Context: an optimization exercise on an open-source flow, tuned for small area. The choices shown serve that exercise and are no tape-out recipe. In this exercise RTL edits were held to simulation tests only and were not proved equivalent to the original. No activity file was given, so power comes from the tool's default toggle rates.

## design.v

```verilog
module flipflop_uno (input clk, rst, d,
                     output reg q);
    always_ff @(posedge clk or posedge rst) begin
        if (rst) begin
            q <= 1'b0;
        end else begin
            q <= d;
        end
    end
endmodule
module flipflop_uno_nbits
    #(parameter N = 16)
    (   input clk, rst, input [N - 1:0] d,
        output logic [N - 1:0] q);
    always_ff @(posedge clk or posedge rst) begin
        if (rst) begin
            q <= 16'b0000000000000000;
        end else begin
            q <= d;
        end
    end
endmodule
module flipflop_vector
        #(parameter N = 16)
        (   input clk, rst,
            input [N - 1:0] d,
            output [N - 1:0] q);
    genvar i;
    generate
        for (i = 0; i < N; i++) begin
            flipflop_uno u0 (.clk(clk), .rst(rst), .d(d[i]), .q(q[i]));
        end
    endgenerate
endmodule
module flipflop_bloque
        #(parameter N = 16, M = 16)
    (   input clk, rst,
        input [M - 1:0][N - 1:0] d,
        output [M - 1:0][N - 1:0] q);
    genvar i;
    generate
        for (i = 0; i < M; i++) begin
            flipflop_uno_nbits #(.N(N)) u0 (.clk(clk), .rst(rst), .d(d[i]), .q(q[i]));
        end
    endgenerate
endmodule
module mux (input a, b, sel,
            output eleccion);
    assign eleccion = (sel) ? b : a;
endmodule
module mecanismo_flipping_uno 
    #(parameter N = 16)
        (   input [N - 1:0] a, input f,
            output [N - 1:0] b);
    genvar i;
    generate;
        for (i = 0; i < N; i++) begin
            mux u0 (.a(a[i]), .b(a[N - 1 - i]), .sel(f), .eleccion(b[i]));
        end
    endgenerate
endmodule
module mecanismo_flipping_bloque
    #(parameter N = 16, M = 16)
        (   input [M - 1:0][N - 1:0] a, input [M - 1:0] f,
            output [M - 1:0][N - 1:0] b);
    genvar i;
    generate;
        for (i = 0; i < M; i++) begin
            mecanismo_flipping_uno #(.N(N)) u0 (.a(a[i]), .f(f[i]), .b(b[i]));
        end
    endgenerate
endmodule
module mecanismo_flipping_flipflop
    #(parameter N = 16, M = 16)
        (   input clk, rst, input [M - 1:0] input_f_bits,
            input [M - 1:0][N - 1:0] input_activaciones,
            output [M - 1:0][N - 1:0] salida_flip_flop_con_activaciones_procesadas);
    wire [M -1:0] salida_flip_flop_con_bit_f;
    wire [M - 1:0][N - 1:0] salida_flip_flop_activaciones_sin_procesar;
    wire [M - 1:0][N - 1:0] salida_mecanismo_flipping;
    flipflop_vector #(M) u1 (
        .clk(clk),
        .rst(rst),
        .d(input_f_bits),
        .q(salida_flip_flop_con_bit_f));  
    flipflop_bloque #(N, M) u0 (
        .clk(clk),
        .rst(rst),
        .d(input_activaciones),
        .q(salida_flip_flop_activaciones_sin_procesar));  
    mecanismo_flipping_bloque #(N, M) u2 (.a(salida_flip_flop_activaciones_sin_procesar), .f(salida_flip_flop_con_bit_f), .b(salida_mecanismo_flipping));  
    flipflop_bloque #(N, M) u3 (
        .clk(clk),
        .rst(rst),
        .d(salida_mecanismo_flipping),
        .q(salida_flip_flop_con_activaciones_procesadas));  
endmodule
module mux_nbits #(
    parameter int N = 16   
) (
    input  logic [N-1:0] a,
    input  logic [N-1:0] b,
    input logic sel,
    output logic [N-1:0] eleccion
);
    assign eleccion = (sel) ? b : a;  
endmodule
module mecanismo_patching_uno #(
    parameter N = 16
) (
    input [N - 1:0] a_org,  
    input [N - 1:0] a_cache,  
    input p,  
    output [N - 1:0] b  
);
    mux_nbits #(.N(N)) mux_patching (
        .a(a_org),
        .b(a_cache),
        .sel(p),
        .eleccion(b)
    );
endmodule
module mecanismo_patching_16 #(
    parameter int N = 16,  
    parameter int M = 16  
) (
    input  logic [M-1:0][N-1:0] a_org,  
    input  logic [M-1:0][N-1:0] a_cache,  
    input  logic [M-1:0] p,  
    output logic [M-1:0][N-1:0] b 
);
    genvar i;
    generate
        for (i = 0; i < M; i++) begin : patching_units
            mecanismo_patching_uno #(.N(N)) u0 (
                .a_org(a_org[i]),
                .a_cache(a_cache[i]),
                .p(p[i]),
                .b(b[i])
            );
        end
    endgenerate
endmodule
module top_patching_final #(
    parameter int N = 16,  
    parameter int M = 16,  
    parameter int ADDR_WIDTH = 21
) (
    input logic clk,
    input logic reset,
    input logic request,
    input logic read_write,  
    input logic [ADDR_WIDTH-1:0] address,
    input logic [N-1:0] activation_in,  
    input logic [M-1:0] p,  
    input logic [M-1:0][N-1:0] activation_org,  
    input  logic [$clog2(M)-1:0]     index,
    input  logic                     store_enable,
    output logic [M-1:0][N-1:0] chosen_activation,  
    output logic valid,
    output logic error
);
    logic [N-1:0] activation_out;  
    logic [M-1:0][N-1:0] activation_cache;  
    assign activation_out = '0;
    assign valid = 1'b0;
    assign error = 1'b0;
    always_ff @(posedge clk) begin
        if (store_enable) begin
            activation_cache[index] <= activation_in;
        end
    end
    logic [M-1:0][N-1:0] patched_result;
    mecanismo_patching_16 #(
        .N(N),
        .M(M)
    ) patching_unit (
        .a_org(activation_org),  
        .a_cache(activation_cache),  
        .p(p),  
        .b(patched_result)  
    );
    generate
        genvar i;
        for (i = 0; i < M; i++) begin
            always_comb begin
                if (read_write) begin
                    chosen_activation[i] = patched_result[i];
                end else begin
                    chosen_activation[i] = 16'hBEBA;
                end
            end
        end
    endgenerate
endmodule
module mux_selector_final #(
    parameter int N = 16,
    parameter int M = 16
) (
    input logic [M-1:0][N-1:0] a_original,
    input logic [M-1:0][N-1:0] a_flipped,
    input logic [M-1:0][N-1:0] a_patched,
    input logic [M-1:0] f,  
    input logic [M-1:0] p,  
    output logic [M-1:0][N-1:0] selected 
);
    genvar i;
    generate
        for (i = 0; i < M; i++) begin
            always_comb begin
                if (p[i])
                    selected[i] = a_patched[i];
                else if (f[i])
                    selected[i] = a_flipped[i];
                else if (f[i] == 0 && p[i] == 0)
                    selected[i] = a_original[i];
                else
                    selected[i] = 16'hFFFF;  
            end
        end
    endgenerate
endmodule
module test_mechanisms #(
    parameter N = 16,
    parameter M = 4
) (
    input  logic clk,
    input  logic reset,
    input  logic [M-1:0][N-1:0] activation_org,
    input  logic [M-1:0][N-1:0] activation_cache,  
    input  logic [M-1:0] f,
    input  logic [M-1:0] p,
    input  logic start_reading,  
    output logic [M-1:0][N-1:0] flipped_out,
    output logic [M-1:0][N-1:0] patched_out,
    output logic [M-1:0][N-1:0] activation_final
);
    mecanismo_flipping_flipflop #(
        .N(N), .M(M)
    ) flip_inst (
        .clk(clk),
        .rst(reset),
        .input_f_bits(f),
        .input_activaciones(activation_org),
        .salida_flip_flop_con_activaciones_procesadas(flipped_out)
    );
    logic request;
    logic read_write;
    logic [20:0] address;
    logic [N-1:0] activation_in;
    logic [$clog2(M)-1:0] index;
    logic store_enable;
    logic valid;
    logic error;
    typedef enum logic [1:0] {
        RESET,
        LOAD_CACHE,
        READ_CACHE
    } state_t;
    state_t state, next_state;
    logic [$clog2(M)-1:0] index_counter, next_index;
    localparam LAST_INDEX = M - 1;
    logic done_loading;
    logic [31:0] ciclos;
    always_ff @(posedge clk or posedge reset) begin
        if (reset) begin
            state <= RESET;
            index_counter <= 0;
            ciclos <= 0;
            done_loading <= 1'b0;
        end else begin
            state <= next_state;
            index_counter <= next_index;
            ciclos <= ciclos + 1;
            if (state == LOAD_CACHE && next_state == READ_CACHE)
                done_loading <= 1;
        end
    end
    always_comb begin
        next_state     = state;
        next_index     = index_counter;
        request        = 1'b1;
        address        = { {(21 - $clog2(M)){1'b0}}, index_counter };
        index          = index_counter;
        store_enable   = 1'b0;
        read_write     = 1'b0;
        activation_in  = '0;
        case (state)
            RESET: begin
                next_state = LOAD_CACHE;
            end
            LOAD_CACHE: begin
                store_enable  = 1'b1;
                read_write    = 1'b0;  
                activation_in = activation_cache[index_counter];
                if (index_counter < $clog2(M)'(LAST_INDEX)) begin
                    next_index = index_counter + 1;
                    next_state = LOAD_CACHE;
                end else begin
                    if (start_reading && !done_loading) begin
                        next_index = 0;
                        next_state = READ_CACHE;
                    end else begin
                        next_index = 0;
                        next_state = LOAD_CACHE;
                    end
                end
            end
            READ_CACHE: begin
                read_write    = 1'b1;  
                store_enable  = 1'b0;
                if (index_counter < $clog2(M)'(LAST_INDEX))
                    next_index = index_counter + 1;
                else
                    next_index = 0;
                next_state = READ_CACHE;
            end
            default: begin
                next_state = RESET;
                next_index = 0;
            end
        endcase
    end
    top_patching_final #(
        .N(N), .M(M)
    ) patch_inst (
        .clk(clk),
        .reset(reset),
        .request(request),
        .read_write(read_write),
        .address(address),
        .activation_in(activation_in),
        .p(p),
        .activation_org(activation_org),
        .index(index),
        .store_enable(store_enable),
        .chosen_activation(patched_out),
        .valid(valid),
        .error(error)
    );
    mux_selector_final #(
        .N(N),
        .M(M)
    ) selector_inst (
        .a_original(activation_org),
        .a_flipped(flipped_out),
        .a_patched(patched_out),
        .f(f),
        .p(p),
        .selected(activation_final)
    );
endmodule
module mechanisms_top (
    input  logic         clk,
    input  logic         reset,
    input  logic [255:0] activation_org,
    input  logic [255:0] activation_cache,
    input  logic [15:0]  f,
    input  logic [15:0]  p,
    input  logic         start_reading,
    output logic [255:0] activation_final,
    output logic [255:0] flipped_out,
    output logic [255:0] patched_out
);
    localparam int N = 16;
    localparam int M = 16;
    test_mechanisms #(
        .N(N), .M(M)
    ) dut (
        .clk(clk),
        .reset(reset),
        .activation_org(activation_org),
        .activation_cache(activation_cache),
        .f(f),
        .p(p),
        .start_reading(start_reading),
        .activation_final(activation_final),
        .flipped_out(flipped_out),
        .patched_out(patched_out)
    );
endmodule
```

## run.sh

```bash
#!/bin/bash
# synth_recipe.tcl (not shown) runs the flow's synth.tcl, then flattens the netlist and writes it again
# the make line also repeats each setting of config.mk as NAME=value (left out here)
make -C /OpenROAD-flow-scripts/flow DESIGN_CONFIG=/design/flow/config.mk WORK_HOME=/design/flow/orfs CLKGATE_MAP_FILE= SYNTH_SCRIPT=/design/flow/synth_recipe.tcl finish
```

## config.mk

```make
export PLATFORM = sky130hd
export DESIGN_NAME = mechanisms_top
export DESIGN_NICKNAME = mechanisms_top
export VERILOG_FILES = /design/flow/design.v
export SDC_FILE = /design/flow/constraint.sdc
export NUM_CORES = 4
export LEC_CHECK = 0
export CAP_MARGIN = 20
export CORE_AREA = 5 5 455 455
export DIE_AREA = 0 0 460 460
export SLEW_MARGIN = 20
```

## constraint.sdc

```tcl
create_clock -name core_clock -period 6.0 [get_ports {clk}]
set_input_delay 1.2000 -clock core_clock [delete_from_list [all_inputs] [get_ports {clk}]]
set_output_delay 1.2000 -clock core_clock [all_outputs]
set_load 0.01 [all_outputs]
```

==> summary.txt <==
[cells in the mapped netlist, types with 25 or more instances]
master,number,area share (%)
o21ai_0,320,4.0
mux4_2,60,3.3
a211oi_1,176,3.3
dfrtp_1,535,33
a22oi_1,122,2.3
a222oi_1,72,1.8
nand2_1,292,2.7
nor2_1,197,1.8
mux2i_1,180,4.5
buf_6,25,0.70
a21oi_1,179,2.2
clkbuf_1,229,2.1
nor2b_1,440,6.8
inv_1,78,0.73
mux2_2,286,8.0
edfxtp_1,256,19
nand3_1,89,1.1
[final cells by class]
cell class / count / area, um2
antenna: 34 / 85.1
clock buffer: 135 / 2860
clock inverter: 45 / 439
fill: 20825 / 142000
inverter: 80 / 304
multi-input combinational: 2501 / 17700
sequential: 791 / 21100
tap: 2672 / 3340
timing repair buffer: 1449 / 14200
[power groups by stage]
stage	registers [mW]	clock network (mW)	logic [mW]
after floorplan	6.04	0	0.872
after CTS	5.97	6.24	2.73
after global placement	6.06	0	2.71
final	5.97	6.08	2.70
after global routing	5.99	6.44	2.83
after detailed placement	6.06	0	2.71
[registers in the layout (all words and copies together), names as in the netlist]
signal / count
dut.patch_inst.activation_cache: 256
dut.state: 2
dut.done_loading: 1
dut.index_counter: 4
dut.flip_inst.u3.genblk1.u0.q: 256
dut.flip_inst.u0.genblk1.u0.q: 256
dut.flip_inst.u1.genblk1.u0.q: 16
[cell families (layout without fill, tap and decap cells)]
logic type      Yosys count  after routing
simple gates           1068           1068
compound gates          900            900
flops                   791            791
mux                     526            526
buf+inv                 387           1709
fa+ha+maj                 7              7
other cells               0             34
[routing by layer]
layer | vias to the layer above | wire (um)
met5 | - | 111
met4 | 16 | 9370
met3 | 342 | 21300
met2 | 1999 | 124000
met1 | 18760 | 106000
li1 | 15878 | -
[through the flow]
stage / util (%) / setup WS, ps / setup TNS [ps] / hold slack (ps)
after CTS: 29.7 / 883 / 0 / 474
after detailed placement: 28.1 / 900 / 0 / 461
final: 29.7 / 855 / 0 / 471
after floorplan: - / -2470 / -1323610 / 433
after global routing: 29.7 / 793 / 0 / 503
after global placement: 28.0 / 919 / 0 / 452
[worst max path at each step]
stage / startpoint / to / slack [ps] / cells after the start
3_5_place_dp: f[7] / activation_final[118] / 900 / 4
6_report: p[14] / activation_final[229] / 850 / 5
5_1_grt: p[14] / activation_final[229] / 790 / 5
3_3_place_gp: f[7] / activation_final[118] / 920 / 4
4_1_cts: f[7] / activation_final[118] / 880 / 4
2_1_floorplan: reset / dut.done_loading / -2470 / 1
==> flow_results.xml <==
<?xml version="1.0" encoding="UTF-8"?>
<metrics>
  <group name="clock_tree">
    <metric name="clkTransAtPathRegs" unit="ps">60</metric>
    <metric name="max-clock-path-buffers" unit="">3</metric>
    <metric name="cts-buffers-inserted" unit="">96</metric>
    <metric name="cts-hold-fix-buffers" unit="">0</metric>
    <metric name="post_cts_resized" unit="">0</metric>
    <metric name="clk_latency" unit="ps">740</metric>
    <metric name="tritoncts" unit="">built</metric>
    <metric name="clock_sinks" unit="">791</metric>
    <metric name="htree_levels" unit="">3</metric>
    <metric name="cts.root.buffer_cell" unit="">clkbuf_16</metric>
    <metric name="post_cts_buffers" unit="">0</metric>
  </group>
  <group name="sta">
    <metric name="clock-skew-final" unit="ps">51.7</metric>
    <metric name="timing_hold_violations_final" unit="">0</metric>
    <metric name="grt_setup_unrepaired" unit="">false</metric>
    <metric name="slew_viol_final" unit="">0</metric>
    <metric name="max_slew_margin" unit="%">27.3</metric>
    <metric name="fin_crit_sh" unit="%">85.8</metric>
    <metric name="period_needed" unit="ps">5150</metric>
    <metric name="report.final.setup_viol" unit="">0</metric>
    <metric name="max_freq" unit="MHz">194</metric>
    <metric name="timing_worst_slew_pin_value" unit="ps">1090</metric>
  </group>
  <group name="setup_path">
    <metric name="critical_path_type" unit="">primary input to output pin</metric>
    <metric name="crit_fanout" unit="">24</metric>
    <metric name="timing.critical_path.max_delay_family" unit="">buffers and inverters</metric>
    <metric name="reg2reg_setup_slack" unit="ps">1470</metric>
    <metric name="worstReg2RegEnd" unit="">dut.patch_inst.activation_cache[63]</metric>
    <metric name="rr_worst_depth" unit="">7</metric>
    <metric name="critPathBufInv" unit="">3</metric>
    <metric name="critPathArrivalTime" unit="ps">3950</metric>
    <metric name="slowest_stage" unit="">clkdlybuf4s50_1</metric>
    <metric name="worst_setup_path_start_kind" unit="">primary input</metric>
    <metric name="timing.critical_path.to_type" unit="">output pin</metric>
    <metric name="critPathMaxStageDelay" unit="ps">860</metric>
    <metric name="timing.critical_path.cells" unit="">clkdlybuf4s50_1 &gt; buf_4 &gt; nor2b_1 &gt; a21oi_1 &gt; clkdlybuf4s50_1</metric>
    <metric name="cp_common_cell" unit="">clkdlybuf4s50_1</metric>
    <metric name="required" unit="ps">4800</metric>
    <metric name="worst_r2r_startpoint" unit="">dut.index_counter[0]</metric>
  </group>
  <group name="flow_run">
    <metric name="maxCapViolCount" unit="">0</metric>
  </group>
  <group name="die">
    <metric name="die_area" unit="um2">212000</metric>
    <metric name="die_h" unit="um">460</metric>
    <metric name="initial_core_util" unit="%">20.0</metric>
    <metric name="boundaryPins" unit="">1315</metric>
    <metric name="die_w" unit="um">460</metric>
    <metric name="placement_rows" unit="">165</metric>
    <metric name="core-area" unit="um2">202000</metric>
  </group>
  <group name="yosys">
    <metric name="syn-num-nets" unit="">4233</metric>
    <metric name="synth_cell_types" unit="">53</metric>
    <metric name="synth-simple-area-share" unit="%">13.5</metric>
    <metric name="adder_cell_share_of_the_synthesized_area" unit="%">0.217</metric>
    <metric name="yosysWarningCount" unit="">5</metric>
    <metric name="synthXorXnorAreaFrac" unit="%">0</metric>
    <metric name="sequential_share_of_the_synthesized_area" unit="%">52.2</metric>
    <metric name="synth-edff-count" unit="">256</metric>
    <metric name="synthesis.area_per_instance" unit="um2">11.0</metric>
    <metric name="synthesis.instances" unit="">3679</metric>
    <metric name="synthMuxAreaShare" unit="%">15.8</metric>
    <metric name="postSynthRegisterBits" unit="">791</metric>
    <metric name="synth_async_sr_flop_share" unit="%">67.6</metric>
    <metric name="ys_dominant_reg_cell" unit="">dfrtp_1</metric>
    <metric name="synth-compound-area-share" unit="%">14.1</metric>
    <metric name="synth.cell_area" unit="um2">40400</metric>
    <metric name="dominant_combinational_cell_family_by_area_after_synthesis" unit="">multiplexers</metric>
  </group>
  <group name="placement">
    <metric name="dpl.hpwl" unit="um">204000</metric>
    <metric name="detailed_place.area" unit="um2">56600</metric>
    <metric name="dp_cells" unit="">7490</metric>
    <metric name="placement.io_buffers" unit="">1314</metric>
    <metric name="routabilityCongestion" unit="">0.926</metric>
  </group>
  <group name="drt">
    <metric name="detailroute.via_count" unit="">36995</metric>
    <metric name="routed_wl" unit="um">260000</metric>
    <metric name="detailedRoute.firstIterationViolations" unit="">3382</metric>
    <metric name="detail_routed_net_length_per_standard_cell" unit="um">33.8</metric>
    <metric name="drt_drc_violations_left" unit="">0</metric>
    <metric name="final_antenna_net_count" unit="">0</metric>
    <metric name="detailedRoute.firstPassIterationCount" unit="">8</metric>
    <metric name="drt-vias-per-instance" unit="">4.80</metric>
  </group>
  <group name="min_path">
    <metric name="whs_endpoint" unit="">dut.done_loading</metric>
    <metric name="hold_class" unit="">flip-flop to flip-flop</metric>
    <metric name="hold_start" unit="">dut.done_loading</metric>
    <metric name="hold_path_depth" unit="">1</metric>
  </group>
  <group name="power">
    <metric name="share_clk_of_total_power" unit="%">41.2</metric>
    <metric name="static-leakage-power" unit="nW">23.8</metric>
    <metric name="worst_ir_drop_vdd" unit="V">0.000190</metric>
    <metric name="netSwitchingFraction" unit="%">28.3</metric>
    <metric name="cell_internal_pwr" unit="mW">10.6</metric>
    <metric name="power.combinational.fraction" unit="%">18.3</metric>
    <metric name="power_density" unit="nW/um2">246</metric>
    <metric name="pwr-share-seq" unit="%">40.5</metric>
    <metric name="netSwitchingPower" unit="mW">4.17</metric>
    <metric name="post-layout-total-power" unit="mW">14.8</metric>
  </group>
  <group name="final_layout">
    <metric name="mostFrequentLayoutCells" unit="">clkdlybuf4s50_1, dfrtp_1, nor2b_1</metric>
    <metric name="post_route_cells_drive_above_1_share" unit="%">13.9</metric>
    <metric name="layout.cells.most_common" unit="">clkdlybuf4s50_1</metric>
    <metric name="synthToLayoutAreaGrowth" unit="%">48.7</metric>
    <metric name="instances_no_fill" unit="">7707</metric>
    <metric name="finalNetCount" unit="">5473</metric>
    <metric name="postLayoutCellArea" unit="um2">60000</metric>
  </group>
  <group name="global_route">
    <metric name="grt_use_met1" unit="%">29.5</metric>
    <metric name="busiest_layer" unit="">met2</metric>
    <metric name="antenna_violations_before_repair" unit="">84</metric>
    <metric name="gr-total-overflow" unit="">0</metric>
    <metric name="globalRouteMet3Util" unit="%">6.26</metric>
    <metric name="gr-usage-met2" unit="%">39.0</metric>
    <metric name="grt_pass1_vias" unit="">36835</metric>
    <metric name="first_pass_grt_wire_length" unit="um">340000</metric>
    <metric name="grt_start_max_net_pins" unit="">142</metric>
    <metric name="global_route.usage.total" unit="%">23.5</metric>
  </group>
  <group name="outcome">
    <metric name="run_status" unit="">complete, no violations</metric>
  </group>
</metrics>

re-timing with driven ports:
In the flow no input, the clock included, has a driving cell. The finished layout below was timed again as built, in two steps.
Step 1, drivers: a clkbuf_16 drives clk and a buf_2 each remaining input, both assumed.
Step 2 also shifts input and output timing later by t, the mid clock arrival at the registers, as if the neighbouring blocks saw the same clock.
a / b / c = no drivers / after step 1 / after step 2; a / b = the first two.
shift t [ns]: 0.807
setup slack, ns: 0.855 / 0.822 / 0.822
worst setup path after step 2: input to output
After both steps this run still meets setup and hold. The setup slack of this run moves by -0.033 ns with the drivers and by -0.033 ns with both steps.
